This is an optimization exercise on Yosys and OpenROAD, whose aim is small area, a short achievable clock period and few clock cycles, not a production implementation.
At most, simulation tests tie the RTL to the original design; equivalence was not proved.

Design fp4_fft, start of the top module:
module fp4_fft #(
    parameter MAX_N = 32,
    parameter ADDR_WIDTH = $clog2(MAX_N)
)(
    input wire clk,
    input wire rst,
    input wire start,
    input wire [ADDR_WIDTH-1:0] N,  
    output reg done,
    output reg error,
    input wire [7:0] data_in,  
    input wire data_in_valid,  
    output reg [7:0] data_out,  
    output reg data_out_valid,  
    output reg fft_ready  
);
    reg n16, n8;
    always @(posedge clk) begin
        n16 <= (N == 5'd16);
        n8 <= (N == 5'd8);
    end
    wire [3:0] mask = n16 ? 4'hf : n8 ? 4'h7 : 4'h3;
    function [14:0] stage_ctl;
        input [3:0] x;
        input m16, m8;
        reg [3:0] l0, l1, l2, l3, l4, l5, cm, r;
        reg hi4;
        begin
            l0 = x - 4'd1;
            l1 = m16 ? x - 4'd10 : x - 4'd1;
            l2 = m16 ? x - 4'd15 : m8 ? x - 4'd6 : x - 4'd1;
            l3 = m16 ? x - 4'd2 : m8 ? x - 4'd9 : x - 4'd4;
            l4 = m16 ? x - 4'd3 : m8 ? x - 4'd10 : x - 4'd5;
            l5 = x - 4'd10;
            hi4 = m16 ? l4[3] : m8 ? l4[2] : l4[1];
            cm = x & (m16 ? 4'hf : m8 ? 4'h7 : 4'h3);
            r = m16 ? 4'd12 : m8 ? 4'd5 : 4'd2;
            stage_ctl[14] = l0[3];
            stage_ctl[13] = l1[2];
            stage_ctl[12] = l2[1];
            stage_ctl[11] = l3[0];
            stage_ctl[10] = m16 & l1[3];
            stage_ctl[9:8] = m16 ? {l2[2], l2[3]} : m8 ? {l2[2], 1'b0} : 2'b00;
            stage_ctl[7:5] = m16 ? {l3[1], l3[2], l3[3]} : m8 ? {l3[1], l3[2], 1'b0} : {l3[1], 2'b00};
            stage_ctl[4] = hi4 & ~l4[0];
            stage_ctl[3] = l5[2] & ~l5[1];
            stage_ctl[2] = (cm >= r);
            stage_ctl[1] = (cm == r - 4'd1);
            stage_ctl[0] = 1'b0;
        end
    endfunction
    reg in_frame;  
    reg [3:0] c;  
    reg [1:0] fv;  
    reg en;  
    reg [14:0] ctl;  
  ...
Size in the first run: ~1500 cells after synthesis, about 260 flip-flops, ~29 I/O pins.
==> flow/config.mk <==
export PLATFORM = sky130hd
export DESIGN_NAME = fp4_fft
export DESIGN_NICKNAME = fp4_fft
export VERILOG_FILES = /design/flow/design.v
export SDC_FILE = /design/flow/constraint.sdc
export NUM_CORES = 4
export LEC_CHECK = 0
export ABC_AREA = 1
export CAP_MARGIN = 20
export CORE_MARGIN = 2
export CORE_UTILIZATION = 40
export CTS_BUF_LIST = sky130_fd_sc_hd__clkbuf_8
export CTS_CLUSTER_DIAMETER = 60
export CTS_CLUSTER_SIZE = 20
export SLEW_MARGIN = 20
export BUFFER_PORTS_ARGS = -buffer_cell sky130_fd_sc_hd__buf_4
export SETUP_SLACK_MARGIN = 15
==> flow/constraint.sdc <==
create_clock -name core_clock -period 20.0 [get_ports {clk}]
set_input_delay 4.0000 -clock core_clock [delete_from_list [all_inputs] [get_ports {clk}]]
set_output_delay 4.0000 -clock core_clock [all_outputs]
set_load 0.01 [all_outputs]
standard.sh (not shown) runs the stock make flow with config.mk's settings and CLKGATE_MAP_FILE= SYNTH_SCRIPT=/design/flow/synth_recipe.tcl, a recipe that flattens the netlist after the stock synthesis.
==> flow/flow/run.sh <==
#!/bin/bash
set -e
echo "export BUFFER_PORTS_ARGS = -buffer_cell sky130_fd_sc_hd__buf_4" >> "$FLOW_CONFIG"
echo "export SETUP_SLACK_MARGIN = 15" >> "$FLOW_CONFIG"
bash standard.sh > standard_flow.log 2>&1
Testbench counts at the start, summed over its fixed seeds: cycles 5,352.
Edit:
- CTS_BUF_LIST: sky130_fd_sc_hd__clkbuf_8 -> default
- CTS_CLUSTER_DIAMETER: 60 -> default
- CTS_CLUSTER_SIZE: 20 -> default
=> Register-to-register slack gains 0.03 ns; non-clock buffer count grows by 7; synthesized cell count does not change; clock skew went down by 0.028 ns; cell area increases by 2.5%.
Edit:
- CTS_BUF_LIST: default -> sky130_fd_sc_hd__clkbuf_4 sky130_fd_sc_hd__clkbuf_8
Non-clock buffer count is lower by 6.
Count of clock-buffer cells in the layout increases by 23.
Final area falls by 0.87%.
Setup slack got worse by 0.015 ns.
Critical path depth is unchanged.
Wire length increases by 0.56%.
Edit:
- CTS_BUF_LIST: sky130_fd_sc_hd__clkbuf_4 sky130_fd_sc_hd__clkbuf_8 -> sky130_fd_sc_hd__clkbuf_16
- CTS_CLUSTER_DIAMETER: default -> 80
- CTS_CLUSTER_SIZE: default -> 25
The new run finished clean.
Worst setup slack is better by 0.054 ns.
Clock-buffer cell count drops by 42.
Die area does not change.

* * *

fp4_fft, a different RTL version from the one above (not shown whole).
For scale: about 1500 cells after synthesis, about 260 flip-flops, roughly 0.014 mm2 of cells after synthesis.
export LEC_CHECK = 0
export ABC_AREA = 1
export CAP_MARGIN = 20
export CORE_MARGIN = 2
export CORE_UTILIZATION = 40
export CTS_BUF_LIST = sky130_fd_sc_hd__clkbuf_16
export CTS_CLUSTER_DIAMETER = 80
export CTS_CLUSTER_SIZE = 30
export SLEW_MARGIN = 20
export BUFFER_PORTS_ARGS = -buffer_cell sky130_fd_sc_hd__buf_4
export SETUP_SLACK_MARGIN = 15
create_clock -name core_clock -period 20.0 [get_ports {clk}]
Scripts as last shown in full above: flow/flow/run.sh
Testbench counts at the start, summed over its fixed seeds: cycles 5,352.
Then changed:
--- a/flow/config.mk
+++ b/flow/config.mk
@@ -12,5 +12,5 @@
 export CTS_BUF_LIST = sky130_fd_sc_hd__clkbuf_16
 export CTS_CLUSTER_DIAMETER = 80
-export CTS_CLUSTER_SIZE = 30
+export CTS_CLUSTER_SIZE = 25
 export SLEW_MARGIN = 20
 export BUFFER_PORTS_ARGS = -buffer_cell sky130_fd_sc_hd__buf_4
Die area stays the same.
First-iteration DRC count rises by about 11%.
Hold slack loses 0.012 ns.
Design area falls by about 0.5%.
Clock-buffer cell count rises by 1.

* * *

== run A ==
Another version of the RTL of fp4_fft (not shown whole).
Size: about 1500 cells after synthesis, ~260 flip-flops.
clock: 20.0 ns
lec_check: 0
abc_area: 1
cap_margin: 20
core_margin: 2
core_utilization: 40
slew_margin: 20
buffer_ports_args: -buffer_cell sky130_fd_sc_hd__buf_4
setup_slack_margin: 15
Scripts as last shown in full above: flow/flow/run.sh
Here is what was changed in the inputs of run B compared with run A.
- SETUP_SLACK_MARGIN no longer set, was 15
-- flow/flow/run.sh --
<<< run A, line 3
>>> run B, line 3
cp standard.sh standard_sh_copy.txt
<<< run A, line 4
echo "export SETUP_SLACK_MARGIN = 15" >> "$FLOW_CONFIG"
>>> run B, line 5
Results
Every run (run A and run B) finished clean. Run B ended up with a lower via count than run A did. On run B: worst setup slack is 160 ps lower than what run A gave. Diff run A and run B: cell area lower in run B. Between run A and run B, the post-route core utilization is lower for run B.
No functional check of the RTL was part of any run of this note.

* * *

fp4_fft, a different RTL version from the one above (not shown whole).
For scale: ~29 I/O pins, ~13000 sq um of cells after synthesis.
clock: 20.0 ns
lec_check: 0
abc_area: 1
cap_margin: 20
core_margin: 2
core_utilization: 40
cts_buf_list: sky130_fd_sc_hd__clkbuf_16
cts_cluster_diameter: 80
cts_cluster_size: 25
slew_margin: 20
buffer_ports_args: -buffer_cell sky130_fd_sc_hd__buf_4
setup_slack_margin: 15
==> flow/flow/run.sh <==
#!/bin/bash
set -e
rm -rf scripts_mod
cp -r "$FLOW_HOME/scripts" scripts_mod
printf 'strash\ndch -f\nmap -a\nstrash\ndch -f\nmap -a\ntopo\nstime -c\nbuffer -c\nupsize -c\ndnsize -c\n' > scripts_mod/abc_area.script
echo "export BUFFER_PORTS_ARGS = -buffer_cell sky130_fd_sc_hd__buf_4" >> "$FLOW_CONFIG"
echo "export SETUP_SLACK_MARGIN = 15" >> "$FLOW_CONFIG"
export SCRIPTS_DIR="$PWD/scripts_mod"
bash standard.sh > standard_flow.log 2>&1
Testbench counts at the start, summed over its fixed seeds: cycles 5,344.
Rerun with:
==> flow/flow/run.sh (replaced) <==
#!/bin/bash
set -e
echo "export BUFFER_PORTS_ARGS = -buffer_cell sky130_fd_sc_hd__buf_4" >> "$FLOW_CONFIG"
echo "export SETUP_SLACK_MARGIN = 15" >> "$FLOW_CONFIG"
bash standard.sh > standard_flow.log 2>&1
Count of clock-buffer cells in the layout climbs by 2.
Final cell count climbs by a few percent.
Worst hold slack is worse by 0.011 ns.
Via count climbs slightly.
Clock skew drops by 0.0061 ns.
Flip-flop and latch count is unchanged.
Final area drops by a few percent.
Rerun with:
==> flow/flow/run.sh (replaced) <==
#!/bin/bash
set -e
rm -rf scripts_mod
cp -r "$FLOW_HOME/scripts" scripts_mod
printf 'strash\ndch -f\nmap -a\nstrash\ndch -f\nmap -a\ntopo\nstime -c\n' > scripts_mod/abc_area.script
echo "export BUFFER_PORTS_ARGS = -buffer_cell sky130_fd_sc_hd__buf_4" >> "$FLOW_CONFIG"
echo "export SETUP_SLACK_MARGIN = 15" >> "$FLOW_CONFIG"
export SCRIPTS_DIR="$PWD/scripts_mod"
bash standard.sh > standard_flow.log 2>&1
What happened: Wire length is higher by 9.1%; via count climbs by 1.2%.
Rerun with:
==> flow/flow/run.sh (replaced) <==
#!/bin/bash


set -e
echo "export BUFFER_PORTS_ARGS = -buffer_cell sky130_fd_sc_hd__buf_4" >> "$FLOW_CONFIG"
bash standard.sh > standard_flow.log 2>&1
- SETUP_SLACK_MARGIN: 15 -> not set
Result:
- sequential cell count is unchanged
- utilization fell by 7.3 points
- global-route usage falls by 1.3 points
- worst hold slack got worse by 0.0053 ns
- via count is lower by 2.0%

* * *

Setup of run 1:
fp4_fft, a different RTL version from the one above (not shown whole).
Size in the first run: roughly 1,500 cells after synthesis, roughly 260 flip-flops, about 29 I/O pins, roughly 14,000 um2 of cells after synthesis.
==> flow/config.mk <==
export PLATFORM = sky130hd
export DESIGN_NAME = fp4_fft
export DESIGN_NICKNAME = fp4_fft
export VERILOG_FILES = /design/flow/design.v
export SDC_FILE = /design/flow/constraint.sdc
export NUM_CORES = 4
export LEC_CHECK = 0
export ABC_AREA = 1
export CAP_MARGIN = 20
export CORE_MARGIN = 2
export CORE_UTILIZATION = 40
export CTS_BUF_LIST = sky130_fd_sc_hd__clkbuf_16
export CTS_CLUSTER_DIAMETER = 80
export CTS_CLUSTER_SIZE = 25
export SLEW_MARGIN = 20
export BUFFER_PORTS_ARGS = -buffer_cell sky130_fd_sc_hd__buf_4
export SETUP_SLACK_MARGIN = 15.2
==> flow/constraint.sdc <==
create_clock -name core_clock -period 20.0 [get_ports {clk}]
set_input_delay 4.0000 -clock core_clock [delete_from_list [all_inputs] [get_ports {clk}]]
set_output_delay 4.0000 -clock core_clock [all_outputs]
set_load 0.01 [all_outputs]
==> flow/flow/run.sh <==
#!/bin/bash
set -e
echo "export BUFFER_PORTS_ARGS = -buffer_cell sky130_fd_sc_hd__buf_4" >> "$FLOW_CONFIG"
echo "export SETUP_SLACK_MARGIN = 15.2" >> "$FLOW_CONFIG"
bash standard.sh > standard_flow.log 2>&1
Testbench counts of run 1, summed over its fixed seeds: cycles 5,344.
### run 1 -> run 3
- a deleted ABC_AREA that had been 1
- a change of SETUP_SLACK_MARGIN from 15.2 to 15
==> flow/flow/run.sh <==
#!/bin/bash
set -e
echo "export BUFFER_PORTS_ARGS = -buffer_cell sky130_fd_sc_hd__buf_4" >> "$FLOW_CONFIG"
echo "export SETUP_SLACK_MARGIN = 15" >> "$FLOW_CONFIG"
bash standard.sh > standard_flow.log 2>&1
Looking at average cell area after synthesis across run 3 and run 1, the one that comes out higher is run 3. Run 1 → run 3: met2 track demand over resource in global routing shows an increase of 0.27 points; number of resized instances in the post-cts repair step shows an increase of 1.

-- re-timing with driven ports --
The results above use ideal ports. As a check the final layouts listed here were re-extracted and re-timed, cells and wires unchanged. Step 1 (the two cells are an assumption about what drives the block):
set clk [get_ports {clk}]
set_driving_cell -lib_cell sky130_fd_sc_hd__clkbuf_16 $clk
set_driving_cell -lib_cell sky130_fd_sc_hd__buf_2 [delete_from_list [all_inputs] $clk]
Step 2 times the ports against the registers' clock, not the clock port: input delays grow and output delays shrink by t, the midpoint of the rising clock arrivals with the driver on. Three values: ideal, step 1, step 2; two values: the first two.
run | shift t [ns] | setup WS [ns] | pins driven straight from the clock port
the first run of note 1 | 0.653 | 14.858 / 14.810 / 14.489 | 1
the second run of note 1 | 0.621 | 14.907 / 14.857 / 14.495 | 1
the third run of note 1 | 0.635 | 14.892 / 14.844 / 14.471 | 1
the fourth run of note 1 | 0.568 | 14.946 / 14.894 / 14.565 | 1
the first run of note 2 | 0.554 | 14.935 / 14.887 / 14.625 | 1
the second run of note 2 | 0.539 | 14.961 / 14.914 / 14.633 | 1
run A | 0.601 | 14.813 / 14.763 / 14.495 | 1
run B | 0.594 | 14.652 / 14.664 / 14.070 | 1
the first run of note 4 | 0.546 | 14.948 / 14.904 / 14.552 | 1
the second run of note 4 | 0.552 | 14.954 / 14.901 / 14.719 | 1
the third run of note 4 | 0.558 | 14.590 / 14.590 / 14.553 | 1
the fourth run of note 4 | 0.550 | 14.834 / 14.839 / 14.310 | 1
run 1 | 0.536 | 15.053 / 15.003 / 14.752 | 1
run 3 | 0.569 | 15.020 / 14.968 / 14.537 | 1
After both steps every run listed still meets setup and hold. The setup slack of run B, which loses most, moves by +0.012 ns with the drivers and by -0.582 ns with both steps.
